This is an optimization exercise on Yosys and OpenROAD, whose aim is small area, not a production implementation.
The RTL of this run was laid out without a check of its function.
Power and IR drop assume default switching activity. The flow treats the clock pin as an ideal source, which a real chip does not have.

`config.mk`:
```
export PLATFORM = sky130hd
export DESIGN_NAME = cnn_top
export DESIGN_NICKNAME = cnn_top
export VERILOG_FILES = /design/flow/design.v
export SDC_FILE = /design/flow/constraint.sdc
export NUM_CORES = 4
export LEC_CHECK = 0
export CAP_MARGIN = 20
export CORE_MARGIN = 2
export CORE_UTILIZATION = 70
export CTS_BUF_LIST = sky130_fd_sc_hd__clkbuf_16
export CTS_CLUSTER_DIAMETER = 70
export CTS_CLUSTER_SIZE = 36
export SLEW_MARGIN = 20
export SYNTH_HIERARCHICAL = 1
export SYNTH_MINIMUM_KEEP_SIZE = 0
```
`constraint.sdc`:
```
create_clock -name core_clock -period 5.5 [get_ports {clk}]
set_input_delay 1.1000 -clock core_clock [delete_from_list [all_inputs] [get_ports {clk}]]
set_output_delay 1.1000 -clock core_clock [all_outputs]
set_load 0.01 [all_outputs]
```
`design.v`:
```
`timescale 1ns / 1ps
module sliding_window #(
    parameter int DATA_WIDTH = 8,
    parameter int IMG_WIDTH  = 28,
    parameter int DEPTH      = 2*IMG_WIDTH
)(
    input  logic                              clk,
    input  logic                              rst_n,
    input  logic                              i_valid,
    input  logic [DATA_WIDTH-1:0]             i_data,
    output logic                              o_ready,    
    output logic [DEPTH-1:0][DATA_WIDTH-1:0]  o_hist
);
    logic [DEPTH-1:0][DATA_WIDTH-1:0] hist;
    logic [4:0] x_cnt;       
    logic [1:0] y_cnt;       
    always_ff @(posedge clk) begin
        if (i_valid)
            hist <= {hist[DEPTH-2:0], i_data};
    end
    wire x_last = x_cnt[4] & x_cnt[3] & x_cnt[1] & x_cnt[0];    
    always_ff @(posedge clk or negedge rst_n) begin
        if (!rst_n) begin
            x_cnt <= '0;
            y_cnt <= '0;
        end else if (i_valid) begin
            if (x_last) begin
                x_cnt <= '0;
                if (!y_cnt[1]) y_cnt <= y_cnt + 2'd1;
            end else begin
                x_cnt <= x_cnt + 5'd1;
            end
        end
    end
    assign o_ready = y_cnt[1] & (x_cnt[4] | x_cnt[3] | x_cnt[2] | x_cnt[1]);
    assign o_hist  = hist;
endmodule
`timescale 1ns / 1ps
module conv_mac #(
    parameter int DATA_WIDTH = 8,
    parameter int IMG_WIDTH  = 28,
    parameter int DEPTH      = 2*IMG_WIDTH
)(
    input  logic                              clk,
    input  logic                              rst_n,
    input  logic                              i_beat,    
    input  logic                              i_valid,   
    input  logic [DATA_WIDTH-1:0]             i_px,
    input  logic [DEPTH-1:0][DATA_WIDTH-1:0]  i_hist,    
    output logic                              o_valid,
    output logic [11:0]                       o_result
);
    localparam int W = IMG_WIDTH;
    logic [7:0] p56, m0, m2, cn;
    assign p56 = i_hist[2*W-1];      
    assign m0  = i_hist[W-1];        
    assign m2  = i_hist[W+1];        
    assign cn  = ~i_hist[W];         
    logic [8:0] t0;
    wire [7:0] r;
    conv_ha u_t0_0 (.a(i_px[0]), .b(p56[0]), .s(t0[0]), .co(r[0]));
    conv_fa u_t0_1 (.a(i_px[1]), .b(p56[1]), .c(r[0]), .s(t0[1]), .co(r[1]));
    conv_fa u_t0_2 (.a(i_px[2]), .b(p56[2]), .c(r[1]), .s(t0[2]), .co(r[2]));
    conv_fa u_t0_3 (.a(i_px[3]), .b(p56[3]), .c(r[2]), .s(t0[3]), .co(r[3]));
    conv_fa u_t0_4 (.a(i_px[4]), .b(p56[4]), .c(r[3]), .s(t0[4]), .co(r[4]));
    conv_fa u_t0_5 (.a(i_px[5]), .b(p56[5]), .c(r[4]), .s(t0[5]), .co(r[5]));
    conv_fa u_t0_6 (.a(i_px[6]), .b(p56[6]), .c(r[5]), .s(t0[6]), .co(r[6]));
    conv_fa u_t0_7 (.a(i_px[7]), .b(p56[7]), .c(r[6]), .s(t0[7]), .co(r[7]));
    assign t0[8] = r[7];
    logic [8:0] t1, t2;
    always_ff @(posedge clk)
        if (i_beat) begin
            t1 <= t0;
            t2 <= t1;
        end
    wire c_1, c_2;
    conv_fa u_fa0 (.a(t1[0]), .b(t2[0]), .c(m0[0]), .s(c_1), .co(c_2));
    wire c_3, c_4;
    conv_fa u_fa1 (.a(t1[1]), .b(t2[1]), .c(m0[1]), .s(c_3), .co(c_4));
    wire c_5 = m2[1] ^ 1'b1;
    wire c_6 = m2[1] & 1'b1;
    wire c_7, c_8;
    conv_fa u_fa2 (.a(t1[2]), .b(t2[2]), .c(m0[2]), .s(c_7), .co(c_8));
    wire c_9 = m2[2] ^ 1'b1 ^ t0[2];
    wire c_10 = (m2[2] & 1'b1) | (m2[2] & t0[2]) | (1'b1 & t0[2]);
    wire c_11, c_12;
    conv_fa u_fa3 (.a(t1[3]), .b(t2[3]), .c(m0[3]), .s(c_11), .co(c_12));
    wire c_13, c_14;
    conv_fa u_fa4 (.a(m2[3]), .b(cn[0]), .c(t0[3]), .s(c_13), .co(c_14));
    wire c_15, c_16;
    conv_fa u_fa5 (.a(t1[4]), .b(t2[4]), .c(m0[4]), .s(c_15), .co(c_16));
    wire c_17, c_18;
    conv_fa u_fa6 (.a(m2[4]), .b(cn[1]), .c(t0[4]), .s(c_17), .co(c_18));
    wire c_19, c_20;
    conv_fa u_fa7 (.a(t1[5]), .b(t2[5]), .c(m0[5]), .s(c_19), .co(c_20));
    wire c_21, c_22;
    conv_fa u_fa8 (.a(m2[5]), .b(cn[2]), .c(t0[5]), .s(c_21), .co(c_22));
    wire c_23, c_24;
    conv_fa u_fa9 (.a(t1[6]), .b(t2[6]), .c(m0[6]), .s(c_23), .co(c_24));
    wire c_25, c_26;
    conv_fa u_fa10 (.a(m2[6]), .b(cn[3]), .c(t0[6]), .s(c_25), .co(c_26));
    wire c_27, c_28;
    conv_fa u_fa11 (.a(t1[7]), .b(t2[7]), .c(m0[7]), .s(c_27), .co(c_28));
    wire c_29, c_30;
    conv_fa u_fa12 (.a(m2[7]), .b(cn[4]), .c(t0[7]), .s(c_29), .co(c_30));
    wire c_31, c_32;
    conv_fa u_fa13 (.a(t1[8]), .b(t2[8]), .c(cn[5]), .s(c_31), .co(c_32));
    wire c_33, c_34;
    conv_ha u_ha0 (.a(c_1), .b(m2[0]), .s(c_33), .co(c_34));
    wire c_35, c_36;
    conv_fa u_fa14 (.a(c_3), .b(c_5), .c(t0[1]), .s(c_35), .co(c_36));
    wire c_37, c_38;
    conv_fa u_fa15 (.a(c_7), .b(c_9), .c(c_4), .s(c_37), .co(c_38));
    wire c_39, c_40;
    conv_fa u_fa16 (.a(c_11), .b(c_13), .c(c_8), .s(c_39), .co(c_40));
    wire c_41, c_42;
    conv_fa u_fa17 (.a(c_15), .b(c_17), .c(c_12), .s(c_41), .co(c_42));
    wire c_43, c_44;
    conv_fa u_fa18 (.a(c_19), .b(c_21), .c(c_16), .s(c_43), .co(c_44));
    wire c_45, c_46;
    conv_fa u_fa19 (.a(c_23), .b(c_25), .c(c_20), .s(c_45), .co(c_46));
    wire c_47, c_48;
    conv_fa u_fa20 (.a(c_27), .b(c_29), .c(c_24), .s(c_47), .co(c_48));
    wire c_49, c_50;
    conv_fa u_fa21 (.a(c_31), .b(t0[8]), .c(c_28), .s(c_49), .co(c_50));
    wire c_51 = c_33 ^ 1'b1;
    wire c_52 = c_33 & 1'b1;
    wire c_53, c_54;
    conv_fa u_fa22 (.a(c_35), .b(c_2), .c(c_34), .s(c_53), .co(c_54));
    wire c_55, c_56;
    conv_fa u_fa23 (.a(c_37), .b(c_6), .c(c_36), .s(c_55), .co(c_56));
    wire c_57, c_58;
    conv_fa u_fa24 (.a(c_39), .b(c_10), .c(c_38), .s(c_57), .co(c_58));
    wire c_59, c_60;
    conv_fa u_fa25 (.a(c_41), .b(c_14), .c(c_40), .s(c_59), .co(c_60));
    wire c_61, c_62;
    conv_fa u_fa26 (.a(c_43), .b(c_18), .c(c_42), .s(c_61), .co(c_62));
    wire c_63, c_64;
    conv_fa u_fa27 (.a(c_45), .b(c_22), .c(c_44), .s(c_63), .co(c_64));
    wire c_65, c_66;
    conv_fa u_fa28 (.a(c_47), .b(c_26), .c(c_46), .s(c_65), .co(c_66));
    wire c_67, c_68;
    conv_fa u_fa29 (.a(c_49), .b(c_30), .c(c_48), .s(c_67), .co(c_68));
    wire c_69, c_70;
    conv_fa u_fa30 (.a(cn[6]), .b(c_32), .c(c_50), .s(c_69), .co(c_70));
    logic [7:0] lo_sum;
    logic lo_carry;
    wire lc_0;
    conv_ha u_ha1 (.a(c_51), .b(t0[0]), .s(lo_sum[0]), .co(lc_0));
    wire lc_1;
    conv_fa u_fa31 (.a(c_53), .b(c_52), .c(lc_0), .s(lo_sum[1]), .co(lc_1));
    wire lc_2;
    conv_fa u_fa32 (.a(c_55), .b(c_54), .c(lc_1), .s(lo_sum[2]), .co(lc_2));
    wire lc_3;
    conv_fa u_fa33 (.a(c_57), .b(c_56), .c(lc_2), .s(lo_sum[3]), .co(lc_3));
    wire lc_4;
    conv_fa u_fa34 (.a(c_59), .b(c_58), .c(lc_3), .s(lo_sum[4]), .co(lc_4));
    wire lc_5;
    conv_fa u_fa35 (.a(c_61), .b(c_60), .c(lc_4), .s(lo_sum[5]), .co(lc_5));
    wire lc_6;
    conv_fa u_fa36 (.a(c_63), .b(c_62), .c(lc_5), .s(lo_sum[6]), .co(lc_6));
    wire lc_7;
    conv_fa u_fa37 (.a(c_65), .b(c_64), .c(lc_6), .s(lo_sum[7]), .co(lc_7));
    assign lo_carry = lc_7;
    logic [7:0] lo_r;
    logic [3:0] ha_r, hb_r;
    logic hc_in;
    always_ff @(posedge clk) begin
        lo_r  <= lo_sum;
        hc_in <= lo_carry;
        ha_r  <= {1'b1, cn[7], c_69, c_67};
        hb_r  <= {1'b0, c_70, c_68, c_66};
    end
    logic [3:0] hi_sum;
    wire hc_0;
    conv_fa u_fa38 (.a(ha_r[0]), .b(hb_r[0]), .c(hc_in), .s(hi_sum[0]), .co(hc_0));
    wire hc_1;
    conv_fa u_fa39 (.a(ha_r[1]), .b(hb_r[1]), .c(hc_0), .s(hi_sum[1]), .co(hc_1));
    wire hc_2;
    conv_fa u_fa40 (.a(ha_r[2]), .b(hb_r[2]), .c(hc_1), .s(hi_sum[2]), .co(hc_2));
    assign hi_sum[3] = ha_r[3] ^ hb_r[3] ^ hc_2;
    assign o_result = ~{hi_sum, lo_r};
    always_ff @(posedge clk or negedge rst_n)
        if (!rst_n) o_valid <= 1'b0;
        else        o_valid <= i_valid;
endmodule
module conv_fa (
    input  logic a, b, c,
    output logic s, co
);
    assign s  = a ^ b ^ c;
    assign co = (a & b) | (a & c) | (b & c);
endmodule
module conv_ha (
    input  logic a, b,
    output logic s, co
);
    assign s  = a ^ b;
    assign co = a & b;
endmodule
`timescale 1ns / 1ps
module cnn_top #(
    parameter int DATA_WIDTH = 8,
    parameter int OUT_WIDTH  = 32,
    parameter int IMG_WIDTH  = 28
)(
    input  logic                   clk,
    input  logic                   rst_n,
    input  logic [DATA_WIDTH-1:0]  s_axis_tdata,
    input  logic                   s_axis_tvalid,
    output logic                   s_axis_tready,
    output logic [OUT_WIDTH-1:0]   m_axis_tdata,
    output logic                   m_axis_tvalid,
    input  logic                   m_axis_tready,
    output logic                   m_axis_tlast
);
    localparam int DEPTH = 2*IMG_WIDTH;
    logic                              win_ready;
    logic [DEPTH-1:0][DATA_WIDTH-1:0]  hist;
    logic [11:0]                       result;
    assign s_axis_tready = 1'b1;
    assign m_axis_tlast  = 1'b0;
    sliding_window #(
        .DATA_WIDTH(DATA_WIDTH),
        .IMG_WIDTH(IMG_WIDTH),
        .DEPTH(DEPTH)
    ) u_sliding_window (
        .clk(clk),
        .rst_n(rst_n),
        .i_valid(s_axis_tvalid),
        .i_data(s_axis_tdata),
        .o_ready(win_ready),
        .o_hist(hist)
    );
    conv_mac #(
        .DATA_WIDTH(DATA_WIDTH),
        .IMG_WIDTH(IMG_WIDTH),
        .DEPTH(DEPTH)
    ) u_conv_mac (
        .clk(clk),
        .rst_n(rst_n),
        .i_beat(s_axis_tvalid),
        .i_valid(s_axis_tvalid & win_ready),
        .i_px(s_axis_tdata),
        .i_hist(hist),
        .o_valid(m_axis_tvalid),
        .o_result(result)
    );
    assign m_axis_tdata = {{(OUT_WIDTH-12){result[11]}}, result};
endmodule
```
`flow/run.sh`:
```
#!/bin/bash
# Standard layout (standard.sh: the ORFS flow, synthesis unchanged), with
# clock tree synthesis told not to add dummy loads and to use a small buffer
# at the root of the clock tree, and the smallest buffer on
# the ports.
set -euo pipefail
export CTS_ARGS="-sink_clustering_enable -repair_clock_nets -buf_list sky130_fd_sc_hd__clkbuf_16 -sink_clustering_size 36 -sink_clustering_max_diameter 70 -dont_use_dummy_load -root_buf sky130_fd_sc_hd__clkbuf_4"
export BUFFER_PORTS_ARGS="-buffer_cell sky130_fd_sc_hd__buf_1"
bash standard.sh > standard.log 2>&1
```
`standard.sh`:
```
#!/bin/bash
# synth_recipe.tcl (not shown) runs the flow's synth.tcl, then flattens the netlist and writes it again
# the make line also repeats each setting of config.mk as NAME=value (left out here)
make -C /OpenROAD-flow-scripts/flow DESIGN_CONFIG=/design/flow/config.mk WORK_HOME=/design/flow/orfs CLKGATE_MAP_FILE= SYNTH_SCRIPT=/design/flow/synth_recipe.tcl "${@:-finish}"
```
==> run summary <==
==> state kept, by name (all words and copies together) (netlist names) <==
name and cells:
u_sliding_window.hist 448, u_conv_mac.t1 9, u_conv_mac.t2 9, u_conv_mac.lo_r 8, u_sliding_window.x_cnt 5, u_conv_mac.ha_r 3, u_conv_mac.hb_r 3, u_sliding_window.y_cnt 2
u_conv_mac.hc_in 1, u_conv_mac.o_valid 1
==> per-module statistics from Yosys (local to each module, per instance), excerpt <==
module   area (µm²)  cells  flip-flops and latches
conv_fa        20.0      1                       0
conv_ha        12.5      1                       0
cnn_top         179     25                       0
==> cells in the final DEF (no fill, tap or decap), drive strengths merged, types with 2 or more instances in the layout <==
master,count
dfxtp,15
dfrtp,8
and3,2
xor2,3
o21ai,2
buf,47
edfxtp,466
ha,5
nor2,4
conb,2
inv,25
clkbuf,20
nand2,2
fa,48
==> through the flow <==
stage	hold WS, ns	total power [mW]	utilization
after floorplan	0.397	5.16	-
after global placement	0.403	5.38	0.729
after detailed placement	0.405	5.43	0.729
after CTS	0.207	6.89	0.748
after global routing	0.233	7.13	0.748
final	0.270	6.79	0.748
==> metal layers <==
metal	GRT usage	wire, µm	vias to the layer above	share of wire
li1	-	-	2383	-
met1	0.258	8940	2720	0.50
met2	0.216	7940	54	0.45
met3	0.0242	524	22	0.030
met4	0.0344	319	0	0.018
met5	0	0	-	0
==> final cells by class <==
class                      count  area share
tap                          285      0.0212
timing repair buffer          48      0.0143
inverter                      25     0.00558
antenna                        1    0.000149
multi-input combinational     77      0.0726
clock buffer                  19      0.0251
sequential                   489       0.861
==> cells in the mapped netlist <==
cell type	number
xor2_1	3
and3_2	2
inv_1	25
a21oi_1	1
o41a_1	1
nand2_1	2
and2_1	1
edfxtp_1	466
nand3_2	1
fa_1	48
a21o_1	1
nor2_1	4
nor2b_1	1
dfrtp_1	8
conb_1	2
o21ai_0	1
o21ai_1	1
buf_4	23
ha_1	5
nor3_2	1
a22o_1	1
mux2_2	1
dfxtp_1	15
==> cell families after synthesis <==
group,after synthesis,share of synthesized area
flops,489,0.909
compound gates,6,0.00267
xor+xnor,3,0.00165
mux,1,0.000706
simple gates,12,0.00440
fa+ha+maj,53,0.0642
buf+inv,48,0.0167
other cells,2,0.000471
==> power groups by stage <==
| stage | Sequential, mW | Combinational, mW | Clock [mW] |
|---|---|---|---|
| finish | 4.52 | 0.807 | 1.46 |
| global route | 4.56 | 0.940 | 1.64 |
| CTS | 4.53 | 0.828 | 1.54 |
| detailed placement | 4.60 | 0.828 | 0 |
| global placement | 4.60 | 0.777 | 0 |
| floorplan | 4.56 | 0.603 | 0 |
==> worst paths after layout <==
kind | from | endpoint
worst max-delay path | s_axis_tdata[0] | u_conv_mac.lo_r[7]
worst min-delay path | rst_n | u_sliding_window.x_cnt[0]
worst max register to register | u_sliding_window.hist[440] | u_conv_mac.lo_r[7]
worst min register to register | u_sliding_window.hist[387] | u_sliding_window.hist[395]
max in group asynchronous | rst_n | u_sliding_window.x_cnt[3]
min in group core_clock | u_sliding_window.hist[387] | u_sliding_window.hist[395]
==> flow_summary_export.csv <==
group,metric,value,unit
clocking,cts_buffers,19,
logic_synthesis,syn_nets,679,
clocking,cts_hold_buf,0,
routing,vias_per_cell,5.49,
worst_setup_path,crit_path_cell_trace,"buf_1 -> ha_4 -> fa_2 -> fa_2 -> fa_2 -> fa_2 -> fa_1 -> fa_1 -> fa_1 -> fa_2 -> fa_2 -> fa_2 -> fa_2",
logic_synthesis,syn_avg_cell_area,26.0,µm²
floorplan,dieWidth,155,µm
routing,wl_per_cell,18.8,µm
worst_setup_path,critPathSlowestCell,"fa_2",
worst_setup_path,cp_max_fo,2,
placement,dpl.hpwl,9.66,mm
power,swShare,0.224,
logic_synthesis,synth_area_leaders,"edfxtp_1 (88%), fa_1 (6.0%), dfxtp_1 (1.9%), dfrtp_1 (1.3%), buf_4 (1.1%)",
flow_run,drv_cap,0,
placement,gp_congestion,0.770,
routing,drc_errors,0,
placement,io_buffers,43,
clocking,clkTransAtPathRegs,0.11,ns
power,p_comb_frac,0.119,
clocking,cts_setup_buffers,0,
worst_setup_path,cp.required,6.15,ns
timing,hold_viol,0,
finish,n_fill_cell,1229,
timing,slew_viol_final,0,
routing,wl,17.7,mm
timing,fmax,0.186,GHz
power,p_sw,1.52,mW
routing,drtPass1Iterations,4,
finish,final-seq-area,0.0145,mm²
worst_setup_path,start_kind,"primary input",
logic_synthesis,yosys_register_bits,489,
power,power_frac_clock,0.216,
finish,stdcell_area,0.0168,mm²
placement,place_area,0.0164,mm²
power,pwr-share-seq,0.666,
worst_setup_path,crit_path_end_kind,"flip-flop",
finish,finalNonFillerCells,944,
finish,layout-drive-gt1-share,0.0638,
floorplan,dieArea,0.0240,mm²
logic_synthesis,seq_area_frac_synth,0.909,
clocking,cts_root_buf,"clkbuf_4",
floorplan,rows,55,
clocking,clkLatencyLatePin,0.73,ns
worst_setup_path,critPathTopFamily,"adder cells",
worst_setup_path,slowest_delay,0.55,ns
clocking,h-tree-depth,1,
timing,finalSetupViolCount,0,
clocking,cts_tree,"done",
timing,grt_setup_unrepaired,"no",
power,p_per_area,404,mW/mm²
placement,dp_cells,924,
grt,grt-ovfl-total,0,
worst_setup_path,cp.arrival,6.04,ns
timing,slew_headroom,0.390,
power,irDropWorstVdd,0.305,mV
floorplan,ios,47,
clocking,cts_sinks,489,
routing,drt-initial-drc-count,425,
timing,setup_tns,0,ns
grt,grt_usage,0.151,
power,leakagePower,5.68,nW
worst_setup_path,crit_cells,13,
timing,fin_crit_sh,0.979,
logic_synthesis,ys.warnings.count,8,
logic_synthesis,synth_top_cell_by_area,"edfxtp_1",
logic_synthesis,synth.top_cell.area_share,0.878,
logic_synthesis,netlist_area,0.0159,mm²
finish,syn_to_final_growth,5.58,%
power,intPower,5.27,mW
finish,multi_input_area,0.00122,mm²
timing,min_period,5.38,ns
outcome,status,"timing/DRC/antenna clean",
worst_setup_path,ff2ff_setup_slack,0.19,ns
grt,grt_pass1_vias,5021,
routing,vias,5179,
floorplan,start_util,0.708,
grt,grt_pass1_wl,27.8,mm
grt,grt_max_degree,143,
clocking,clockBufferDepth,3,
floorplan,core_region_area,0.0225,mm²
worst_setup_path,r2r_cells,12,
worst_setup_path,criticalPathCategory,"in2reg",
clocking,cts.repair.resized,0,
timing,setup_slack,0.118,ns
floorplan,fp.dieH,155,µm
logic_synthesis,synth.distinct_cells,23,
logic_synthesis,syn_inst,614,
worst_setup_path,critical_path.most_common_cell,"fa_2",
worst_setup_path,worstPathBufferInverterCount,1,
finish,num-nets-final,725,
timing,worst_pin_slew,0.915,ns
routing,antenna_left,0,
placement,pre_cts_slack,-0.636,ns
timing,clock-skew-final,0.0426,ns
grt,antenna_found_initial,1,
worst_hold_path,hold_path_class,"in2async",

-- afterwards: timing with drivers on the ports --
How much do the figures lean on ideal ports? The routed layout below was timed once more, with nothing changed but the port constraints. Step 1: set_driving_cell puts a clkbuf_16 on clk and a buf_2 on each other input, an assumption about the parent block. Step 2 also shifts input and output timing later by t, the mid clock arrival at the registers, as if the neighbouring blocks saw the same clock. a / b / c = ideal / step 1 / step 2; a / b = the first two.
t (ns): 0.744
setup slack, ns: 0.118 / 0.130 / -0.614
worst data-port slew with drivers (ns): 0.03
With both steps, setup timing fails in this run, where it was met with ideal ports. For this run, drivers alone change the setup slack by +0.012 ns; drivers and shift together by -0.732 ns.
